Source: an optimization exercise on an open RTL-to-GDS flow (aim: small area and a short achievable clock period). Production flows keep margins and buffers that such runs may drop.
Function was checked by simulation only, so behaviour that the tests miss may differ from the original.

job 2941:
==> flow/design.v (excerpt) <==
module mul_calc #
(
    parameter ENRGY_DATA_WIDTH = 40,
    parameter AXI_DATA_WIDTH = 32
)
(
    input                       aclk,
    input                       aresetn,
    input wire signed [31:0]    Thresh,
    input wire signed [31:0]    Ratio,
    input wire [24:0]           num_fft_pts,
    input [ENRGY_DATA_WIDTH-1 : 0]  energy,
    input                           e_ready,
    output [AXI_DATA_WIDTH-1:0]     m_axis_a_tdata,
    input                           m_axis_a_tready,
    output reg                      m_axis_a_tvalid,
    output reg [AXI_DATA_WIDTH-1:0] m_axis_b_tdata,
    input                           m_axis_b_tready,
    output reg                      m_axis_b_tvalid
);
Settings: LEC_CHECK=0, ABC_AREA=1, CAP_MARGIN=20, CORE_MARGIN=2, CORE_UTILIZATION=40, SLEW_MARGIN=20; clock period 450.0 ns.
standard.sh (not shown) runs the stock make flow with config.mk's settings and CLKGATE_MAP_FILE= SYNTH_SCRIPT=/design/flow/synth_recipe.tcl, a recipe that flattens the netlist after the stock synthesis.
==> flow/flow/run.sh <==
#!/bin/bash
set -euo pipefail
bash standard.sh SETUP_SLACK_MARGIN=288 finish > standard_flow.log 2>&1
Job 2941: full flow OK, the timing, design-rule and antenna checks passed
[inputs] job 5067 vs job 2941
==> flow/flow/run.sh <==
#!/bin/bash
set -euo pipefail
bash standard.sh SETUP_SLACK_MARGIN=292 SKIP_PIN_SWAP=1 SKIP_GATE_CLONING=1 finish > standard_flow.log 2>&1
-- flow/config.mk --
<<< job 2941, line 11
export CORE_UTILIZATION = 40
>>> job 5067, line 11
export CORE_UTILIZATION = 55
export PLACE_DENSITY = 0.7
## What came out
- Compared with job 2941, in job 5067 number of post-CTS setup repair buffers now sits higher, number of vias in the routed layout went up 1.2%, number of multi-input combinational cells about even, all-layer global routing usage moved up.
- Re total standard cell area after synthesis: no difference whatsoever between job 5067 and job 2941.
--- input diff job 5067..job 5236 ---
==> flow/flow/run.sh <==
#!/bin/bash
set -euo pipefail
bash standard.sh SETUP_SLACK_MARGIN=290 SKIP_PIN_SWAP=1 SKIP_GATE_CLONING=1 finish > standard_flow.log 2>&1
-- flow/config.mk --
<<< job 5067, line 11
export CORE_UTILIZATION = 55
export PLACE_DENSITY = 0.7
>>> job 5236, line 11
export CORE_UTILIZATION = 40
Findings:
Job 5236 | status: complete | timing, DRC, antenna: pass. The critical path depth of job 5236 is lower than that of job 5067. Job 5067 -> job 5236: overall die area increased by more than a quarter. Job 5236 against job 5067: post-placement worst setup slack went up; synthesis-to-finish area growth now sits higher; overall global routing resource usage lower. Compared with job 5067, job 5236 ends up with more cell area. Wire length of the first global-routing pass for job 5236 is higher than for job 5067. Sequential share of layout area across job 5236 and job 5067: no real change. Comparing job 5236 and job 5067, the higher normalized max-slew margin is on job 5067. Count of clock-buffer cells in the layout went down by a few percent going from job 5067 to job 5236.
Here is what was changed in the inputs of job 9305 compared with job 5236.
==> flow/flow/run.sh <==
#!/bin/bash
set -euo pipefail
bash standard.sh SETUP_SLACK_MARGIN=294 finish > standard_flow.log 2>&1
### Flow results
Share of cell area taken by flip-flops and latches came out lower on job 9305 than on job 5236. For multi-input combinational cell count, job 9305 and job 5236 come out practically identical. Between job 9305 and job 5236, the data-path buffer share of cell area in the final layout is higher for job 9305.
The following lists how job 2095 was set up differently from job 9305:
==> flow/run.sh (new file) <==
#!/bin/bash
# synth_recipe.tcl (not shown) runs the flow's synth.tcl, then flattens the netlist and writes it again
# the make line also repeats each setting of config.mk as NAME=value (left out here)
make -C /OpenROAD-flow-scripts/flow DESIGN_CONFIG=/design/flow/config.mk WORK_HOME=/design/flow/orfs CLKGATE_MAP_FILE= SYNTH_SCRIPT=/design/flow/synth_recipe.tcl finish
-- flow/config.mk --
<<< job 9305, line 8
export ABC_AREA = 1
>>> job 2095, line 8
removed: flow/flow/run.sh
removed: flow/standard.sh
==> comparison <==
Compared with job 9305, job 2095 shows net count after synthesis that has gone down by a little under 10%. Result for job 9305 and job 2095: all clean. When job 2095 is set beside job 9305, its transition time of the tightest slew-check pin turns out to be 200 ps smaller. Cell depth of the worst flop-to-flop path is higher on job 9305. Comparing count of multi-input gates for job 9305 and job 2095, the bigger number came from job 9305. From job 9305 to job 2095 the numbers moved as follows: final non-filler cell area decreased about 4.5%, register fraction of the total cell area increased 0.33 points, total CTS buffers increased 1.

---

Setup of job 2358:
mul_calc again, from the RTL that the note above started with.
## mul_calc
module mul_calc #
(
    parameter ENRGY_DATA_WIDTH = 40,
    parameter AXI_DATA_WIDTH = 32
)
(
    input                       aclk,
    input                       aresetn,
    input wire signed [31:0]    Thresh,
    input wire signed [31:0]    Ratio,
    input wire [24:0]           num_fft_pts,
    input [ENRGY_DATA_WIDTH-1 : 0]  energy,
    input                           e_ready,
    output [AXI_DATA_WIDTH-1:0]     m_axis_a_tdata,
    input                           m_axis_a_tready,
    output reg                      m_axis_a_tvalid,
    output reg [AXI_DATA_WIDTH-1:0] m_axis_b_tdata,
    input                           m_axis_b_tready,
    output reg                      m_axis_b_tvalid
);
localparam K = 16;
function [2:0] qds;
    input [2:0] di;
    input [6:0] y;
    reg signed [6:0] m_n1, m_0, m_1, m_2;
    reg signed [6:0] ys;
    begin
        case (di)
            3'd0: begin m_n1 = -13; m_0 = -4; m_1 = 4; m_2 = 12; end
            3'd1: begin m_n1 = -15; m_0 = -6; m_1 = 4; m_2 = 14; end
            3'd2: begin m_n1 = -16; m_0 = -6; m_1 = 4; m_2 = 15; end
            3'd3: begin m_n1 = -18; m_0 = -6; m_1 = 4; m_2 = 16; end
            3'd4: begin m_n1 = -20; m_0 = -6; m_1 = 6; m_2 = 18; end
            3'd5: begin m_n1 = -20; m_0 = -6; m_1 = 6; m_2 = 20; end
            3'd6: begin m_n1 = -22; m_0 = -6; m_1 = 8; m_2 = 20; end
  ...
==> flow/config.mk <==
export PLATFORM = sky130hd
export DESIGN_NAME = mul_calc
export DESIGN_NICKNAME = mul_calc
export VERILOG_FILES = /design/flow/design.v
export SDC_FILE = /design/flow/constraint.sdc
export NUM_CORES = 4
export LEC_CHECK = 0
export CAP_MARGIN = 20
export CORE_MARGIN = 2
export CORE_UTILIZATION = 40
export SLEW_MARGIN = 20
==> flow/constraint.sdc <==
create_clock -name core_clock -period 450.0 [get_ports {aclk}]
set_input_delay 90.0000 -clock core_clock [delete_from_list [all_inputs] [get_ports {aclk}]]
set_output_delay 90.0000 -clock core_clock [all_outputs]
set_load 0.01 [all_outputs]
==> flow/flow/run.sh <==
#!/bin/bash
set -euo pipefail
bash standard.sh SETUP_SLACK_MARGIN=292 finish > standard_flow.log 2>&1
Job 2358 finished all stages; the layout is clean.
## Diff of input files: job 7524 against job 2358
Settings: putting ABC_AREA at 1 where nothing was set.
==> flow/run.sh (new file) <==
#!/bin/bash
# synth_recipe.tcl (not shown) runs the flow's synth.tcl, then flattens the netlist and writes it again
# the make line also repeats each setting of config.mk as NAME=value (left out here)
make -C /OpenROAD-flow-scripts/flow DESIGN_CONFIG=/design/flow/config.mk WORK_HOME=/design/flow/orfs CLKGATE_MAP_FILE= SYNTH_SCRIPT=/design/flow/synth_recipe.tcl finish
removed: flow/flow/run.sh
removed: flow/standard.sh
--- outcome ---
From job 2358 to job 7524 the numbers moved as follows: number of global-route vias before repair climbed 561; headroom to the max-slew limit dropped 9.6 points; setup slack dropped 8.49 ns; worst hold slack across all endpoints barely changed.
Job 7524 vs job 2358, capturing instance or port of the critical path: m_axis_a_tdata[30] vs ps_r[5]$_DFFE_PN0P_
Per the comparison of job 7524 with job 2358, number of buffers inserted to repair setup after CTS moved down; post-synthesis mux area share -2.0 points; post-layout minimum cycle time higher.
Modified inputs, job 9144 compared to job 7524
==> flow/flow/run.sh (new file) <==
#!/bin/bash
set -euo pipefail
bash standard.sh SETUP_SLACK_MARGIN=292 finish > standard_flow.log 2>&1
==> flow/standard.sh (new file) <==
#!/bin/bash
# synth_recipe.tcl (not shown) runs the flow's synth.tcl, then flattens the netlist and writes it again
# the make line also repeats each setting of config.mk as NAME=value (left out here)
make -C /OpenROAD-flow-scripts/flow DESIGN_CONFIG=/design/flow/config.mk WORK_HOME=/design/flow/orfs CLKGATE_MAP_FILE= SYNTH_SCRIPT=/design/flow/synth_recipe.tcl "${@:-finish}"
removed: flow/run.sh
[summary]
Number of standard cells in the layout, taps in and fillers out went up slightly going from job 7524 to job 9144. Diff job 7524 -> job 9144: number of antenna-violating nets in the routed design roughly the same; quantity of gates resized following cts +84; final worst slack went up; number of cells on the worst reg-to-reg path now larger. For job 7524, the critical path endpoint was m_axis_a_tdata[30], unlike job 9144, where it was m_axis_a_tdata[31]. First-pass GRT wire length | job 9144 above job 7524. Portion of the clock cycle consumed by the worst path in the final layout was higher in job 7524 than in job 9144. The flip-flop and latch count on job 9144 is in line with that on job 7524.
Modified inputs, job 2704 compared to job 9144
==> flow/flow/run.sh <==
#!/bin/bash
set -euo pipefail
bash standard.sh SETUP_SLACK_MARGIN=292 SKIP_PIN_SWAP=1 SKIP_GATE_CLONING=1 finish > standard_flow.log 2>&1
Notes after the runs:
- Job 2704: all stages complete, timing, DRC and antenna checks passed
- On final setup skew, job 9144 and job 2704 are neck and neck.
- Comparing job 9144 and job 2704, the higher detailed-route wire length on metal 1 was measured on job 9144.

[static timing again, ports no longer ideal]
In the flow no input, the clock included, has a driving cell. The finished layouts below were timed again as built, in two steps. Step 1 (the two cells are an assumption about what drives the block):
set clk [get_ports {aclk}]
set_driving_cell -lib_cell sky130_fd_sc_hd__clkbuf_16 $clk
set_driving_cell -lib_cell sky130_fd_sc_hd__buf_2 [delete_from_list [all_inputs] $clk]
Step 2 also shifts input and output timing later by t, the mid clock arrival at the registers, as if the neighbouring blocks saw the same clock. Slacks: ideal / step 1 / step 2; pairs: ideal / step 1.
| run | t, ns | slack for setup (ns) | hold WS [ns] | clock arrival spread, ns | worst slew at a driven data input, ns |
|---|---|---|---|---|---|
| job 2941 | 0.676 | 292.537 / 292.460 / 291.967 | 0.478 / 0.478 / 0.478 | 0.027 / 0.027 | 0.06 |
| job 5067 | 0.661 | 295.590 / 295.517 / 295.924 | 0.479 / 0.479 / 0.479 | 0.048 / 0.047 | 0.08 |
| job 5236 | 0.676 | 294.135 / 294.057 / 293.978 | 0.475 / 0.475 / 0.475 | 0.025 / 0.025 | 0.06 |
| job 9305 | 0.676 | 297.510 / 297.433 / 297.486 | 0.476 / 0.476 / 0.476 | 0.027 / 0.027 | 0.06 |
| job 2095 | 0.619 | 280.694 / 280.639 / 281.258 | 0.480 / 0.480 / 0.480 | 0.051 / 0.051 | 0.16 |
| job 2358 | 0.621 | 294.829 / 294.805 / 294.184 | 0.481 / 0.481 / 0.481 | 0.051 / 0.052 | 0.15 |
| job 7524 | 0.676 | 286.344 / 286.267 / 286.894 | 0.478 / 0.478 / 0.478 | 0.026 / 0.025 | 0.06 |
| job 9144 | 0.674 | 295.731 / 295.654 / 295.844 | 0.476 / 0.476 / 0.476 | 0.025 / 0.026 | 0.06 |
| job 2704 | 0.675 | 295.846 / 295.770 / 296.098 | 0.475 / 0.475 / 0.475 | 0.026 / 0.026 | 0.06 |
After both steps every run listed still meets setup and hold. For job 2358, which loses most, drivers alone change the setup slack by -0.024 ns; drivers and shift together by -0.645 ns.
